Source: an optimization exercise on an open RTL-to-GDS flow (aim: small area). Production flows keep margins and buffers that such runs may drop. Only simulation tests tie the RTL to the original design; equivalence was not proved. No activity file was given, so power comes from the tool's default toggle rates.

<file path="flow/config.mk">
export PLATFORM = sky130hd
export DESIGN_NAME = game_vga
export DESIGN_NICKNAME = game_vga
export VERILOG_FILES = /design/flow/design.v
export SDC_FILE = /design/flow/constraint.sdc
export NUM_CORES = 4
export LEC_CHECK = 0
export CAP_MARGIN = 20
export CORE_MARGIN = 2
export CORE_UTILIZATION = 40
export SLEW_MARGIN = 20
</file>
<file path="flow/constraint.sdc">
create_clock -name core_clock -period 10.0 [get_ports {clk}]
set_input_delay 2.0000 -clock core_clock [delete_from_list [all_inputs] [get_ports {clk}]]
set_output_delay 2.0000 -clock core_clock [all_outputs]
set_load 0.01 [all_outputs]
</file>
<file path="flow/design.v">
module game_vga(
	clk,
	reset,
	board1,board2,
	p1_win,p2_win,draw,
	end_of_active_frame,
	end_of_frame,divcntr,
	vga_blank,					 
	vga_c_sync,					 
	vga_h_sync,					 
	vga_v_sync,					 
	vga_data_enable,			 
	vga_red,						 
	vga_green,	 				 
	vga_blue	   			 
);
parameter CW								= 7;
parameter H_ACTIVE 						= 640;
parameter H_FRONT_PORCH					=  16;
parameter H_SYNC							=  96;
parameter H_BACK_PORCH 					=  48;
parameter H_TOTAL 						= 800;
parameter V_ACTIVE 						= 480;
parameter V_FRONT_PORCH					=  10;
parameter V_SYNC							=   2;
parameter V_BACK_PORCH 					=  33;
parameter V_TOTAL							= 525;
parameter PW								= 10;			 
parameter PIXEL_COUNTER_INCREMENT	= 10'h001;
parameter LW								= 10;			 
parameter LINE_COUNTER_INCREMENT		= 10'h001;
parameter [2500:0] o_pic = {
{50'b00000000000000000000000000000000000000000000000000},
{50'b00000000000000000000000000000000000000000000000000},
{50'b00000000000000000000000000000000000000000000000000},
{50'b00000000000000000000000000000000000000000000000000},
{50'b00000000000000000000000000000000000000000000000000},
{50'b00000000000000000000000000000000000000000000000000},
{50'b00000000000000000000000000000000000000000000000000},
{50'b00000000000000000001111111111100000000000000000000},
{50'b00000000000000001111111111111111100000000000000000},
{50'b00000000000000011111111111111111110000000000000000},
{50'b00000000000001111110000000000011111100000000000000},
{50'b00000000000011111000000000000000111110000000000000},
{50'b00000000000111100000000000000000001111000000000000},
{50'b00000000001111000000000000000000000111100000000000},
{50'b00000000001110000000000000000000000011100000000000},
{50'b00000000011100000000000000000000000001110000000000},
{50'b00000000111100000000000000000000000001111000000000},
{50'b00000000111000000000000000000000000000111000000000},
{50'b00000000111000000000000000000000000000111000000000},
{50'b00000001110000000000000000000000000000011100000000},
{50'b00000001110000000000000000000000000000011100000000},
{50'b00000001110000000000000000000000000000011100000000},
{50'b00000001110000000000000000000000000000011100000000},
{50'b00000001110000000000000000000000000000011100000000},
{50'b00000001110000000000000000000000000000011100000000},
{50'b00000001110000000000000000000000000000011100000000},
{50'b00000001110000000000000000000000000000011100000000},
{50'b00000001110000000000000000000000000000011100000000},
{50'b00000001110000000000000000000000000000011100000000},
{50'b00000001110000000000000000000000000000011100000000},
{50'b00000000111000000000000000000000000000111000000000},
{50'b00000000111000000000000000000000000000111000000000},
{50'b00000000111100000000000000000000000001111000000000},
{50'b00000000011100000000000000000000000001110000000000},
{50'b00000000001110000000000000000000000011100000000000},
{50'b00000000001111000000000000000000000111100000000000},
{50'b00000000000111100000000000000000001111000000000000},
{50'b00000000000011111000000000000000111110000000000000},
{50'b00000000000001111110000000000011111100000000000000},
{50'b00000000000000011111111111111111110000000000000000},
{50'b00000000000000001111111111111111100000000000000000},
{50'b00000000000000000001111111111100000000000000000000},
{50'b00000000000000000000000000000000000000000000000000},
{50'b00000000000000000000000000000000000000000000000000},
{50'b00000000000000000000000000000000000000000000000000},
{50'b00000000000000000000000000000000000000000000000000},
{50'b00000000000000000000000000000000000000000000000000},
{50'b00000000000000000000000000000000000000000000000000},
{50'b00000000000000000000000000000000000000000000000000},
{50'b00000000000000000000000000000000000000000000000000}
};
parameter [2500:0] x_pic = {
{50'b00000000000000000000000000000000000000000000000000},
{50'b01110000000000000000000000000000000000000000000111},
{50'b00111000000000000000000000000000000000000000001110},
{50'b00011100000000000000000000000000000000000000011100},
{50'b00001110000000000000000000000000000000000000111000},
{50'b00000111000000000000000000000000000000000001110000},
{50'b00000011100000000000000000000000000000000011100000},
{50'b00000001110000000000000000000000000000000111000000},
{50'b00000000111000000000000000000000000000001110000000},
{50'b00000000011100000000000000000000000000011100000000},
{50'b00000000001110000000000000000000000000111000000000},
{50'b00000000000111000000000000000000000001110000000000},
{50'b00000000000011100000000000000000000011100000000000},
{50'b00000000000001110000000000000000000111000000000000},
{50'b00000000000000111000000000000000001110000000000000},
{50'b00000000000000011100000000000000011100000000000000},
{50'b00000000000000001110000000000000111000000000000000},
{50'b00000000000000000111000000000001110000000000000000},
{50'b00000000000000000011100000000011100000000000000000},
{50'b00000000000000000001110000000111000000000000000000},
{50'b00000000000000000000111000001110000000000000000000},
{50'b00000000000000000000011100011100000000000000000000},
{50'b00000000000000000000001110111000000000000000000000},
{50'b00000000000000000000000111110000000000000000000000},
{50'b00000000000000000000000011100000000000000000000000},
{50'b00000000000000000000000111110000000000000000000000},
{50'b00000000000000000000001110111000000000000000000000},
{50'b00000000000000000000011100011100000000000000000000},
{50'b00000000000000000000111000001110000000000000000000},
{50'b00000000000000000001110000000111000000000000000000},
{50'b00000000000000000011100000000011100000000000000000},
{50'b00000000000000000111000000000001110000000000000000},
{50'b00000000000000001110000000000000111000000000000000},
{50'b00000000000000011100000000000000011100000000000000},
{50'b00000000000000111000000000000000001110000000000000},
{50'b00000000000001110000000000000000000111000000000000},
{50'b00000000000011100000000000000000000011100000000000},
{50'b00000000000111000000000000000000000001110000000000},
{50'b00000000001110000000000000000000000000111000000000},
{50'b00000000011100000000000000000000000000011100000000},
{50'b00000000111000000000000000000000000000001110000000},
{50'b00000001110000000000000000000000000000000111000000},
{50'b00000011100000000000000000000000000000000011100000},
{50'b00000111000000000000000000000000000000000001110000},
{50'b00001110000000000000000000000000000000000000111000},
{50'b00011100000000000000000000000000000000000000011100},
{50'b00111000000000000000000000000000000000000000001110},
{50'b01110000000000000000000000000000000000000000000111},
{50'b01100000000000000000000000000000000000000000000011},
{50'b01000000000000000000000000000000000000000000000001}
};
input						clk;
input						reset;
input [9:1]board1,board2;
input p1_win,p2_win,draw;
output reg           divcntr;
output reg				end_of_active_frame;
output reg				end_of_frame;
output reg				vga_blank;			 
output reg				vga_c_sync;			 
output reg				vga_h_sync;			 
output reg				vga_v_sync;			 
output reg				vga_data_enable;	 
output reg	[CW: 0]	vga_red;				 
output reg	[CW: 0]	vga_green;			 
output reg	[CW: 0]	vga_blue;  	 		 
reg			[PW:1]	pixel_counter;
reg			[LW:1]	line_counter;
reg						early_hsync_pulse;
reg						early_vsync_pulse;
reg						hsync_pulse;
reg						vsync_pulse;
reg						csync_pulse;
reg						hblanking_pulse;
reg						vblanking_pulse;
reg						blanking_pulse;
reg [11:0] m11,m12,m13,m14,m15,m16,m17,m18,m19;
reg [11:0] m21,m22,m23,m24,m25,m26,m27,m28,m29;
always @(posedge clk)
begin
if(reset) divcntr <= 1'b0;
 else
 divcntr <= ~divcntr;
 end
always @ (posedge clk)
begin
	if (reset)
	begin
		vga_c_sync			<= 1'b1;
		vga_blank			<= 1'b1;
		vga_h_sync			<= 1'b1;
		vga_v_sync			<= 1'b1;
		vga_red				<= {(CW + 1){1'b0}};
		vga_green			<= {(CW + 1){1'b0}};
		vga_blue				<= {(CW + 1){1'b0}};
		vga_data_enable	<= 1'b0;
		m11<=2500;m12<=2500;m13<=2500;m14<=2500;m15<=2500;m16<=2500;m17<=2500;m18<=2500;m19<=2500;
		m21<=2500;m22<=2500;m23<=2500;m24<=2500;m25<=2500;m26<=2500;m27<=2500;m28<=2500;m29<=2500;
	end
	else if (divcntr)
	begin
		vga_blank			<= ~blanking_pulse;
		vga_c_sync			<= ~csync_pulse;
		vga_h_sync			<= ~hsync_pulse;
		vga_v_sync			<= ~vsync_pulse;
		vga_data_enable	<= ~blanking_pulse;
		if (blanking_pulse)
		begin
			vga_red			<= {(CW + 1){1'b0}};
			vga_green		<= {(CW + 1){1'b0}};
			vga_blue			<= {(CW + 1){1'b0}};
		end
		else
		begin
		if((pixel_counter >= 10'd211 && pixel_counter <= 10'd215) ||
			          (pixel_counter >= 10'd424 && pixel_counter <= 10'd428) ||
						 (line_counter >= 10'd158 && line_counter <= 10'd162) ||
						 (line_counter >= 10'd318 && line_counter <= 10'd322))			
		begin
			vga_red<= 8'd255;
			vga_blue<= 8'd255;
			vga_green<= 8'd255;
		end
		else
		begin
			vga_red<= 8'd0;
			vga_blue<= 8'd0;
			vga_green<= 8'd0;
		end
				if(board1 != 9'h0) begin
				if(board1[1]==1'b1)
				begin
					if((pixel_counter >= 10'd0 && pixel_counter <= 10'd210)  && (line_counter >= 10'd0 && line_counter <= 10'd157)) 
					begin
						if((pixel_counter > 10'd60 && pixel_counter <= 10'd110)  && (line_counter > 10'd40 && line_counter <= 10'd90))
						begin
							if(m11==1)
							begin
							vga_red<= 8'd255;
							vga_blue<= 8'd255;
							vga_green<= 8'd255;
							m11<=2500;
							end
						else if(x_pic[m11])
							begin
							vga_red<= 8'd255;
							vga_blue<= 8'd255;
							vga_green<= 8'd255;
							m11<=m11-1'b1;
							end
						else
							begin
							vga_red<= 8'd25;
							vga_blue<= 8'd25;
							vga_green<= 8'd25;
							m11<=m11-1'b1;
							end
						end
					else
					begin
					vga_red<= 8'd25;
					vga_blue<= 8'd25;
					vga_green<= 8'd25;
					end
					end
				end
			if(board1[2]==1'b1)
				begin
				if((pixel_counter > 10'd216 && pixel_counter <= 10'd423)  && (line_counter >= 10'd0 && line_counter <= 10'd157)) begin
				if((pixel_counter > 10'd300 && pixel_counter <= 10'd350)  && (line_counter > 10'd40 && line_counter <= 10'd90))
					begin
						if(m12==1)
						begin
						vga_red<= 8'd255;
						vga_blue<= 8'd255;
						vga_green<= 8'd255;
						m12<=2500;
						end
					else if(x_pic[m12])
						begin
						vga_red<= 8'd255;
						vga_blue<= 8'd255;
						vga_green<= 8'd255;
						m12<=m12-1'b1;
						end
					else
						begin
						vga_red<= 8'd25;
						vga_blue<= 8'd25;
						vga_green<= 8'd25;
						m12<=m12-1'b1;
					end
					end
					else
					begin
					vga_red<= 8'd25;
					vga_blue<= 8'd25;
					vga_green<= 8'd25;
					end
				end
				end
			if(board1[3]==1'b1)
			begin
				if((pixel_counter > 10'd429 && pixel_counter <= 10'd640)  && (line_counter >= 10'd0 && line_counter <= 10'd157)) begin
				if((pixel_counter > 10'd550 && pixel_counter <= 10'd600)  && (line_counter > 10'd40 && line_counter <= 10'd90))
					begin
						if(m13==1)
						begin
						vga_red<= 8'd255;
						vga_blue<= 8'd255;
						vga_green<= 8'd255;
						m13<=2500;
						end
					else if(x_pic[m13])
						begin
						vga_red<= 8'd255;
						vga_blue<= 8'd255;
						vga_green<= 8'd255;
						m13<=m13-1'b1;
						end
					else
						begin
						vga_red<= 8'd25;
						vga_blue<= 8'd25;
						vga_green<= 8'd25;
						m13<=m13-1'b1;
					end
					end
					else
					begin
					vga_red<= 8'd25;
					vga_blue<= 8'd25;
					vga_green<= 8'd25;
					end
				end
				end
			if(board1[4]==1'b1)
			begin
				if((pixel_counter > 10'd0 && pixel_counter <= 10'd210)  && (line_counter > 10'd163 && line_counter <= 10'd317)) begin
				if((pixel_counter > 10'd60 && pixel_counter <= 10'd110)  && (line_counter > 10'd220 && line_counter <= 10'd270))
					begin
						if(m14==1)
						begin
						vga_red<= 8'd255;
						vga_blue<= 8'd255;
						vga_green<= 8'd255;
						m14<=2500;
						end
					else if(x_pic[m14])
						begin
						vga_red<= 8'd255;
						vga_blue<= 8'd255;
						vga_green<= 8'd255;
						m14<=m14-1'b1;
						end
					else
						begin
						vga_red<= 8'd25;
						vga_blue<= 8'd25;
						vga_green<= 8'd25;
						m14<=m14-1'b1;
					end
					end
					else
					begin
					vga_red<= 8'd25;
					vga_blue<= 8'd25;
					vga_green<= 8'd25;
					end
				end		
				end
			if(board1[5]==1'b1)
			begin
				if((pixel_counter > 10'd216 && pixel_counter <= 10'd423)  && (line_counter > 10'd163 && line_counter <= 10'd317)) begin
				if((pixel_counter > 10'd300 && pixel_counter <= 10'd350)  && (line_counter > 10'd220 && line_counter <= 10'd270))
					begin
						if(m15==1)
						begin
						vga_red<= 8'd255;
						vga_blue<= 8'd255;
						vga_green<= 8'd255;
						m15<=2500;
						end
					else if(x_pic[m15])
						begin
						vga_red<= 8'd255;
						vga_blue<= 8'd255;
						vga_green<= 8'd255;
						m15<=m15-1'b1;
						end
					else
						begin
						vga_red<= 8'd25;
						vga_blue<= 8'd25;
						vga_green<= 8'd25;
						m15<=m15-1'b1;
					end
					end
					else
					begin
					vga_red<= 8'd25;
					vga_blue<= 8'd25;
					vga_green<= 8'd25;
					end
				end
				end	
			if(board1[6]==1'b1)
				begin
				if((pixel_counter > 10'd429 && pixel_counter <= 10'd640)  && (line_counter > 10'd163 && line_counter <= 10'd317)) begin
				if((pixel_counter > 10'd550 && pixel_counter <= 10'd600)  && (line_counter > 10'd220 && line_counter <= 10'd270))
					begin
						if(m16==1)
						begin
						vga_red<= 8'd255;
						vga_blue<= 8'd255;
						vga_green<= 8'd255;
						m16<=2500;
						end
					else if(x_pic[m16])
						begin
						vga_red<= 8'd255;
						vga_blue<= 8'd255;
						vga_green<= 8'd255;
						m16<=m16-1'b1;
						end
					else
						begin
						vga_red<= 8'd25;
						vga_blue<= 8'd25;
						vga_green<= 8'd25;
						m16<=m16-1'b1;
					end
					end
					else
					begin
					vga_red<= 8'd25;
					vga_blue<= 8'd25;
					vga_green<= 8'd25;
					end
				end
				end
			if(board1[7]==1'b1)
				begin
				if((pixel_counter > 10'd0 && pixel_counter <= 10'd210)  && (line_counter > 10'd323 && line_counter <= 10'd480)) begin
				if((pixel_counter > 10'd60 && pixel_counter <= 10'd110)  && (line_counter > 10'd380 && line_counter <= 10'd430))
					begin
						if(m17==1)
						begin
						vga_red<= 8'd255;
						vga_blue<= 8'd255;
						vga_green<= 8'd255;
						m17<=2500;
						end
					else if(x_pic[m17])
						begin
						vga_red<= 8'd255;
						vga_blue<= 8'd255;
						vga_green<= 8'd255;
						m17<=m17-1'b1;
						end
					else
						begin
						vga_red<= 8'd25;
						vga_blue<= 8'd25;
						vga_green<= 8'd25;
						m17<=m17-1'b1;
					end
					end
					else
					begin
					vga_red<= 8'd25;
					vga_blue<= 8'd25;
					vga_green<= 8'd25;
					end
					end
				end	
			if(board1[8]==1'b1)
				begin
				if((pixel_counter > 10'd216 && pixel_counter <= 10'd423)  && (line_counter > 10'd323 && line_counter <= 10'd480)) begin
				if((pixel_counter > 10'd300 && pixel_counter <= 10'd350)  && (line_counter > 10'd380 && line_counter <= 10'd430))
					begin
						if(m18==1)
						begin
						vga_red<= 8'd255;
						vga_blue<= 8'd255;
						vga_green<= 8'd255;
						m18<=2500;
						end
					else if(x_pic[m18])
						begin
						vga_red<= 8'd255;
						vga_blue<= 8'd255;
						vga_green<= 8'd255;
						m18<=m18-1'b1;
						end
					else
						begin
						vga_red<= 8'd25;
						vga_blue<= 8'd25;
						vga_green<= 8'd25;
						m18<=m18-1'b1;
					end
					end
					else
					begin
					vga_red<= 8'd25;
					vga_blue<= 8'd25;
					vga_green<= 8'd25;
					end
					end
				end
			if(board1[9]==1'b1)
				begin
				if((pixel_counter > 10'd429 && pixel_counter <= 10'd640)  && (line_counter > 10'd323 && line_counter <= 10'd480)) begin
				if((pixel_counter > 10'd550 && pixel_counter <= 10'd600)  && (line_counter > 10'd380 && line_counter <= 10'd430))
					begin
						if(m19==1)
						begin
						vga_red<= 8'd255;
						vga_blue<= 8'd255;
						vga_green<= 8'd255;
						m19<=2500;
						end
					else if(x_pic[m19])
						begin
						vga_red<= 8'd255;
						vga_blue<= 8'd255;
						vga_green<= 8'd255;
						m19<=m19-1'b1;
						end
					else
						begin
						vga_red<= 8'd25;
						vga_blue<= 8'd25;
						vga_green<= 8'd25;
						m19<=m19-1'b1;
					end
					end
					else
					begin
					vga_red<= 8'd25;
					vga_blue<= 8'd25;
					vga_green<= 8'd25;
					end
					end
				end
				end
			if(board2 !=9'h0) begin
			if(board2[1]==1'b1)
				begin
				if((pixel_counter >= 10'd0 && pixel_counter <= 10'd210)  && (line_counter > 10'd0 && line_counter <= 10'd157)) begin
					if((pixel_counter > 10'd60 && pixel_counter <= 10'd110)  && (line_counter > 10'd40 && line_counter <= 10'd90))
					begin
						if(m21==1)
						begin
						vga_red<= 8'd255;
						vga_blue<= 8'd255;
						vga_green<= 8'd255;
						m21<=2500;
						end
						else if(o_pic[m21])
							begin
							vga_red<= 8'd255;
							vga_blue<= 8'd255;
							vga_green<= 8'd255;
							m21<=m21-1'b1;
							end
						else
							begin
							vga_red<= 8'd25;
							vga_blue<= 8'd25;
							vga_green<= 8'd25;
							m21<=m21-1'b1;
						end
					end
					else
					begin
					vga_red<= 8'd25;
					vga_blue<= 8'd25;
					vga_green<= 8'd25;
					end
				end
			end	
			if(board2[2]==1'b1)
				begin
				if((pixel_counter > 10'd216 && pixel_counter <= 10'd423)  && (line_counter > 10'd0 && line_counter <= 10'd157)) begin
				if((pixel_counter > 10'd300 && pixel_counter <= 10'd350)  && (line_counter > 10'd40 && line_counter <= 10'd90))
					begin
						if(m22==1)
						begin
						vga_red<= 8'd255;
						vga_blue<= 8'd255;
						vga_green<= 8'd255;
						m22<=2500;
						end
					else if(o_pic[m22])
						begin
						vga_red<= 8'd255;
						vga_blue<= 8'd255;
						vga_green<= 8'd255;
						m22<=m22-1'b1;
						end
					else
						begin
						vga_red<= 8'd25;
						vga_blue<= 8'd25;
						vga_green<= 8'd25;
						m22<=m22-1'b1;
					end
					end
					else
					begin
					vga_red<= 8'd25;
					vga_blue<= 8'd25;
					vga_green<= 8'd25;
					end
				end
				end
			if(board2[3]==1'b1)
				begin
				if((pixel_counter > 10'd429 && pixel_counter <= 10'd640)  && (line_counter > 10'd0 && line_counter <= 10'd157)) begin
				if((pixel_counter > 10'd550 && pixel_counter <= 10'd600)  && (line_counter > 10'd40 && line_counter <= 10'd90))
					begin
						if(m23==1)
						begin
						vga_red<= 8'd255;
						vga_blue<= 8'd255;
						vga_green<= 8'd255;
						m23<=2500;
						end
					else if(o_pic[m23])
						begin
						vga_red<= 8'd255;
						vga_blue<= 8'd255;
						vga_green<= 8'd255;
						m23<=m23-1'b1;
						end
					else
						begin
						vga_red<= 8'd25;
						vga_blue<= 8'd25;
						vga_green<= 8'd25;
						m23<=m23-1'b1;
					end
					end
					else
					begin
					vga_red<= 8'd25;
					vga_blue<= 8'd25;
					vga_green<= 8'd25;
					end
					end
				end
			if(board2[4]==1'b1)
				begin
				if((pixel_counter > 10'd0 && pixel_counter <= 10'd210)  && (line_counter > 10'd163 && line_counter <= 10'd317)) begin
				if((pixel_counter > 10'd60 && pixel_counter <= 10'd110)  && (line_counter > 10'd220 && line_counter <= 10'd270))
					begin
						if(m24==1)
						begin
						vga_red<= 8'd255;
						vga_blue<= 8'd255;
						vga_green<= 8'd255;
						m24<=2500;
						end
					else if(o_pic[m24])
						begin
						vga_red<= 8'd255;
						vga_blue<= 8'd255;
						vga_green<= 8'd255;
						m24<=m24-1'b1;
						end
					else
						begin
						vga_red<= 8'd25;
						vga_blue<= 8'd25;
						vga_green<= 8'd25;
						m24<=m24-1'b1;
					end
					end
					else
					begin
					vga_red<= 8'd25;
					vga_blue<= 8'd25;
					vga_green<= 8'd25;
					end
					end
				end			 
			if(board2[5]==1'b1)
				begin
				if((pixel_counter > 10'd216 && pixel_counter <= 10'd423)  && (line_counter > 10'd163 && line_counter <= 10'd317)) begin
				if((pixel_counter > 10'd300 && pixel_counter <= 10'd350)  && (line_counter > 10'd220 && line_counter <= 10'd270))
					begin
						if(m25==1)
						begin
						vga_red<= 8'd255;
						vga_blue<= 8'd255;
						vga_green<= 8'd255;
						m25<=2500;
						end
					else if(o_pic[m25])
						begin
						vga_red<= 8'd255;
						vga_blue<= 8'd255;
						vga_green<= 8'd255;
						m25<=m25-1'b1;
						end
					else
						begin
						vga_red<= 8'd25;
						vga_blue<= 8'd25;
						vga_green<= 8'd25;
						m25<=m25-1'b1;
					end
					end
					else
					begin
					vga_red<= 8'd25;
					vga_blue<= 8'd25;
					vga_green<= 8'd25;
					end
					end
				end	
			if(board2[6]==1'b1)
				begin
				if((pixel_counter > 10'd429 && pixel_counter <= 10'd640)  && (line_counter > 10'd163 && line_counter <= 10'd317)) begin
				if((pixel_counter > 10'd550 && pixel_counter <= 10'd600)  && (line_counter > 10'd220 && line_counter <= 10'd270))
					begin
						if(m26==1)
						begin
						vga_red<= 8'd255;
						vga_blue<= 8'd255;
						vga_green<= 8'd255;
						m26<=2500;
						end
					else if(o_pic[m26])
						begin
						vga_red<= 8'd255;
						vga_blue<= 8'd255;
						vga_green<= 8'd255;
						m26<=m26-1'b1;
						end
					else
						begin
						vga_red<= 8'd25;
						vga_blue<= 8'd25;
						vga_green<= 8'd25;
						m26<=m26-1'b1;
					end
					end
					else
					begin
					vga_red<= 8'd25;
					vga_blue<= 8'd25;
					vga_green<= 8'd25;
					end
					end
				end	
			if(board2[7]==1'b1)
				begin
				if((pixel_counter > 10'd0 && pixel_counter <= 10'd210)  && (line_counter > 10'd323 && line_counter <= 10'd480)) begin
				if((pixel_counter > 10'd60 && pixel_counter <= 10'd110)  && (line_counter > 10'd380 && line_counter <= 10'd430))
					begin
						if(m27==1)
						begin
						vga_red<= 8'd255;
						vga_blue<= 8'd255;
						vga_green<= 8'd255;
						m27<=2500;
						end
					else if(o_pic[m27])
						begin
						vga_red<= 8'd255;
						vga_blue<= 8'd255;
						vga_green<= 8'd255;
						m27<=m27-1'b1;
						end
					else
						begin
						vga_red<= 8'd25;
						vga_blue<= 8'd25;
						vga_green<= 8'd25;
						m27<=m27-1'b1;
					end
					end
					else
					begin
					vga_red<= 8'd25;
					vga_blue<= 8'd25;
					vga_green<= 8'd25;
					end
					end
				end	
			if(board2[8]==1'b1)
				begin
				if((pixel_counter > 10'd216 && pixel_counter <= 10'd423)  && (line_counter > 10'd323 && line_counter <= 10'd480)) begin
				if((pixel_counter > 10'd300 && pixel_counter <= 10'd350)  && (line_counter > 10'd380 && line_counter <= 10'd430))
					begin
						if(m28==1)
						begin
						vga_red<= 8'd255;
						vga_blue<= 8'd255;
						vga_green<= 8'd255;
						m28<=2500;
						end
					else if(o_pic[m28])
						begin
						vga_red<= 8'd255;
						vga_blue<= 8'd255;
						vga_green<= 8'd255;
						m28<=m28-1'b1;
						end
					else
						begin
						vga_red<= 8'd25;
						vga_blue<= 8'd25;
						vga_green<= 8'd25;
						m28<=m28-1'b1;
					end
					end
					else
					begin
					vga_red<= 8'd25;
					vga_blue<= 8'd25;
					vga_green<= 8'd25;
					end
					end
				end		
			if(board2[9]==1'b1)
				begin
				if((pixel_counter >= 10'd429 && pixel_counter <= 10'd640)  && (line_counter > 10'd323 && line_counter <= 10'd480)) begin
				if((pixel_counter > 10'd550 && pixel_counter <= 10'd600)  && (line_counter > 10'd380 && line_counter <= 10'd430))
					begin
						if(m29==1)
						begin
						vga_red<= 8'd255;
						vga_blue<= 8'd255;
						vga_green<= 8'd255;
						m29<=2500;
						end
					else if(o_pic[m29])
						begin
						vga_red<= 8'd255;
						vga_blue<= 8'd255;
						vga_green<= 8'd255;
						m29<=m29-1'b1;
						end
					else
						begin
						vga_red<= 8'd25;
						vga_blue<= 8'd25;
						vga_green<= 8'd25;
						m29<=m29-1'b1;
					end
					end
					else
					begin
					vga_red<= 8'd25;
					vga_blue<= 8'd25;
					vga_green<= 8'd25;
					end
					end
				end
		if(p1_win==1'b1)
	   begin
			if((pixel_counter > 10'd300 && pixel_counter <= 10'd350)  && (line_counter > 10'd220 && line_counter <= 10'd270))
					begin
						if(m15==1)
						begin
						vga_red<= 8'd255;
						vga_blue<= 8'd255;
						vga_green<= 8'd255;
						m15<=2500;
						end
					else if(x_pic[m15])
						begin
						vga_red<= 8'd255;
						vga_blue<= 8'd255;
						vga_green<= 8'd255;
						m15<=m15-1'b1;
						end
					else
						begin
						vga_red<= 8'd25;
						vga_blue<= 8'd25;
						vga_green<= 8'd25;
						m15<=m15-1'b1;
					end
					end
			 else
			 begin
				vga_red<= 8'd25;
				vga_blue<= 8'd25;
				vga_green<= 8'd25;
			 end
	   end
	   else if(p2_win==1'b1)
	   begin
			if((pixel_counter > 10'd300 && pixel_counter <= 10'd350)  && (line_counter > 10'd220 && line_counter <= 10'd270))
					begin
						if(m25==1)
						begin
						vga_red<= 8'd255;
						vga_blue<= 8'd255;
						vga_green<= 8'd255;
						m25<=2500;
						end
					else if(o_pic[m25])
						begin
						vga_red<= 8'd255;
						vga_blue<= 8'd255;
						vga_green<= 8'd255;
						m25<=m25-1'b1;
						end
					else
						begin
						vga_red<= 8'd25;
						vga_blue<= 8'd25;
						vga_green<= 8'd25;
						m25<=m25-1'b1;
					end
					end
			 else
			 begin
				vga_red<= 8'd25;
				vga_blue<= 8'd25;
				vga_green<= 8'd25;
			 end
	   end
	   else if(draw)
	   begin
			vga_red<= 8'd255;
			vga_blue<= 8'd255;
			vga_green<= 8'd255;
	   end	
		end
	end
end
end
always @ (posedge clk)
begin
	if (reset)
	begin
		pixel_counter	<= H_TOTAL - 20; 
		line_counter	<= V_TOTAL - 1; 
	end
	else if (!divcntr)
	begin
		if (pixel_counter == (H_TOTAL - 1))
		begin
			pixel_counter <= {PW{1'b0}};
			if (line_counter == (V_TOTAL - 1))
				line_counter <= {LW{1'b0}};
			else
				line_counter <= line_counter + LINE_COUNTER_INCREMENT;
		end
		else 
			pixel_counter <= pixel_counter + PIXEL_COUNTER_INCREMENT;  
	end
end
always @ (posedge clk)
begin
	if (reset)
	begin
		end_of_active_frame <= 1'b0;
		end_of_frame		<= 1'b0;
	end
	else if (!divcntr)
	begin
		if ((line_counter == (V_ACTIVE - 1)) &&
			(pixel_counter == (H_ACTIVE - 2)))
			end_of_active_frame <= 1'b1;
		else
			end_of_active_frame <= 1'b0;
		if ((line_counter == (V_TOTAL - 1)) && 
			(pixel_counter == (H_TOTAL - 2)))
			end_of_frame <= 1'b1;
		else
			end_of_frame <= 1'b0;
	end
end
always @ (posedge clk)
begin
	if (reset)
	begin
		early_hsync_pulse <= 1'b0;
		early_vsync_pulse <= 1'b0;
		hsync_pulse <= 1'b0;
		vsync_pulse <= 1'b0;
		csync_pulse	<= 1'b0;
	end
	else if (!divcntr)
	begin
		if (pixel_counter == (H_ACTIVE + H_FRONT_PORCH - 2))
			early_hsync_pulse <= 1'b1;	
		else if (pixel_counter == (H_TOTAL - H_BACK_PORCH - 2))
			early_hsync_pulse <= 1'b0;	
		if ((line_counter == (V_ACTIVE + V_FRONT_PORCH - 1)) && 
				(pixel_counter == (H_TOTAL - 2)))
			early_vsync_pulse <= 1'b1;
		else if ((line_counter == (V_TOTAL - V_BACK_PORCH - 1)) && 
				(pixel_counter == (H_TOTAL - 2)))
			early_vsync_pulse <= 1'b0;
		hsync_pulse <= early_hsync_pulse;
		vsync_pulse <= early_vsync_pulse;
		csync_pulse <= early_hsync_pulse ^ early_vsync_pulse;
	end
end
always @ (posedge clk)
begin
	if (reset)
	begin
		hblanking_pulse	<= 1'b1;
		vblanking_pulse	<= 1'b1;
		blanking_pulse	<= 1'b1;
	end
	else if (!divcntr)
	begin
		if (pixel_counter == (H_ACTIVE - 2))
			hblanking_pulse	<= 1'b1;
		else if (pixel_counter == (H_TOTAL - 2))
			hblanking_pulse	<= 1'b0;
		if ((line_counter == (V_ACTIVE - 1)) &&
				(pixel_counter == (H_TOTAL - 2))) 
			vblanking_pulse	<= 1'b1;
		else if ((line_counter == (V_TOTAL - 1)) &&
				(pixel_counter == (H_TOTAL - 2))) 
			vblanking_pulse	<= 1'b0;
		blanking_pulse		<= hblanking_pulse | vblanking_pulse;
	end
end
endmodule
</file>
<file path="flow/run.sh">
#!/bin/bash
# synth_recipe.tcl (not shown) runs the flow's synth.tcl, then flattens the netlist and writes it again
# the make line also repeats each setting of config.mk as NAME=value (left out here)
make -C /OpenROAD-flow-scripts/flow DESIGN_CONFIG=/design/flow/config.mk WORK_HOME=/design/flow/orfs CLKGATE_MAP_FILE= SYNTH_SCRIPT=/design/flow/synth_recipe.tcl finish
</file>
==> flow_summary.toml <==
[pwr]
total_power_mw = 2.34
p_per_area_nw_per_um2 = 63.0
peakVddDrop_mv = 0.126
leakage_nw = 12.4

[logic_synthesis]
synth.most_common_cell = "nor2_1"
ys.warnings.count = 1
yosysTopAreaCell = "dfxtp_1"
ys_ff_latch = 254
yosysTopAreaCellShare = 0.143
synth_area_um2 = 35700
syn_avg_cell_area_um2 = 6.73
ys_top_cells_by_area = "dfxtp_1, nor2_1, nand2_1"
synth-seq-area-share = 0.143
yosys.cell_types.count = 108
synth_edf_count = 0
synth_ff_type = "dfxtp_1"
synthCells = 5300
synth_common_cells = "nor2_1, nand2_1, clkbuf_1"
async_flop_share = 0
syn_nets = 5466

[floorplanning]
design.core.area_um2 = 88400
start_util = 0.404
dieArea_um2 = 91600
die_h_um = 303
ios = 55
die_x_um = 303
rows = 109

[grt]
grt_pass1_wl_um = 196000
overflow = 0
grt_pass1_vias = 35600
grt_start_max_net_pins = 68
grt_use_total = 0.252
antenna_found_initial = 6

[detailed_routing]
wl_per_cell_um = 20.0
viasPerCell = 6.65
ant_nets = 0
drtIter0Drc = 6430
drc_errors = 0
wirelength_um = 123000
num_vias = 40700
firstDrtPassIters = 9

[placed_design]
dpl.hpwl_um = 84700
pre_cts_slack_ns = 4.73
place.gp.congestion = 1.03
portBuffers = 54
placed_cells = 6068
place_area_um2 = 36100

[clock_tree]
htreeDepth = 1
cts-hold-fix-buffers = 0
clock-sinks = 254
cts_resized = 0
numCtsBuffers = 31
worstSkewPairLatency_ns = 0.61
postCtsSetupBuffers = 0
path_clk_slew_ns = 0.06
root_buffer = "clkbuf_16"
cts_tree = "built"
clockBufferDepth = 3

[timing]
relSlewSlack = 0.127
setup_viol = 0
fmax_mhz = 201
tns_ns = 0
maxSlewViolCount = 0
fin_crit_ns = 4.97
worst_slew_pin_slew_ns = 1.30
setup_slack_ns = 5.03
hold_viol = 0
finClkSkew_ns = 0.0144
min_period_over_period = 0.497
rsz0062_at_grt = "false"

[critical_path]
startpoint_type = "register"
end_kind = "register"
path_cells = "inv_1, ha_1, mux2i_1, o21ai_0, and3_1, nor4b_1, a211oi_1, o2111ai_1, nand4_1, nor4_1, a2111oi_0, nor3_1, o211ai_1"
cp_data_required_time_ns = 10.42
cp_max_fo = 22
path_class = "register to register"
slowest_delay_ns = 0.91
slowest_stage = "nor4_1"
r2r_slack_ns = 5.03
arrival_ns = 5.39

[cells_and_area]
design_area_um2 = 37200
fillCellCount = 9177
stdcell_count = 6129
register_area_um2 = 5080
final_layout_size_suffix_gt1_frac = 0.0566
area_delta_synth_final_pct = 4.26
multi_input_area_um2 = 27700
nNetsFinal = 5102

[job]
max_cap_violations = 0

[min_path]
worstHoldPathType = "register to register"

[outcome]
status = "no timing/DRC/antenna violations"
## through the flow
step | util | hold slack (ns)
2_1_floorplan | - | 0.437
3_3_place_gp | 0.408 | 0.450
3_5_place_dp | 0.408 | 0.457
4_1_cts | 0.421 | 0.471
5_1_grt | 0.421 | 0.503
6_report | 0.421 | 0.469
## cells by family (layout without fill, tap and decap cells)
kind of cell	count (synthesis)	in the layout	share of synthesized area
adders and majority gates	147	147	0.0513
muxes	82	82	0.0267
DFF	254	254	0.143
AOI/OAI and AO/OA	1633	1633	0.320
and+or+nand+nor	2249	2249	0.326
other	0	3	0
buffers and inverters	727	388	0.0826
xor gates and xnor gates	208	208	0.0511
## worst max-delay path, delay by kind of cell (launching register included)
kind            cells  cell delay [ns]
compound gates      5             0.83
fa+ha+maj           1             0.41
buf+inv             1             0.28
flops               1             0.81
mux                 1             0.58
simple gates        5             1.88
## worst paths after layout
check,from,to,cells past startpoint
max,m13[1],vga_blue[6],13
min,hblanking_pulse,hblanking_pulse,1
max reg2reg,m13[1],vga_blue[6],13
min reg2reg,hblanking_pulse,hblanking_pulse,1
## where the power goes
part	switching (mW)	internal, mW	leakage [nW]	total, mW
clock network	0.495	0.762	0.555	1.26
logic	0.0407	0.0242	9.76	0.0649
registers	0.00720	1.02	2.05	1.02
total	0.543	1.80	12.4	2.34
## final cells by class
| class | instances | share of cell area |
|---|---|---|
| clock inverter | 20 | 0.00747 |
| timing repair buffer | 131 | 0.0300 |
| tap | 1165 | 0.0392 |
| inverter | 199 | 0.0201 |
| clock buffer | 38 | 0.0229 |
| antenna | 3 | 0.000202 |
| sequential | 254 | 0.137 |
| multi-input combinational | 4319 | 0.743 |
## metal layers
layer	up-vias	GRT usage	wire length [um]	share of wire
met5	-	0.0109	145	0.0012
met4	6	0.0875	4200	0.034
met3	387	0.0574	14200	0.12
met2	2562	0.375	52400	0.43
met1	18700	0.355	51800	0.42
li1	19100	-	-	-
## placed cells by master (no fill, tap or decap), types with 74 or more instances in the layout
cell type  netlist  routed
a21oi_1        288     288
nor2_1         508     508
nand2_1        496     496
nand4_1         74      74
o211ai_1        89      89
xnor2_1        143     143
nor3_1         185     183
buf_4           26      78
nand3_1        195     195
nor4_1          99      99
ha_1           143     143
dfxtp_1        254     254
nand2b_1       124     124
o21ai_0        297     297
a31oi_1        114     114
a211oi_1        75      75
nor2b_1        160     160
inv_1          173     173

-- afterwards: timing with drivers on the ports --
No port has a modelled driver above. Below, the same layout with a new extraction and two added sets of constraints.
Step 1 assumes that a clkbuf_16 drives the clock port and a buf_2 every other input.
Step 2 times the ports against the registers' clock, not the clock port: input delays grow and output delays shrink by t, the midpoint of the rising clock arrivals with the driver on.
Slacks: no drivers / after step 1 / after step 2; pairs: no drivers / after step 1.
t (ns): 0.661
setup slack, ns: 5.028 / 5.028 / 4.654
hold slack, ns: 0.469 / 0.469 / 0.469
pins driven straight from the clock port: 1
After both steps setup and hold are still met in this run. The setup slack of this run moves by 0.000 ns with the drivers and by -0.374 ns with both steps.
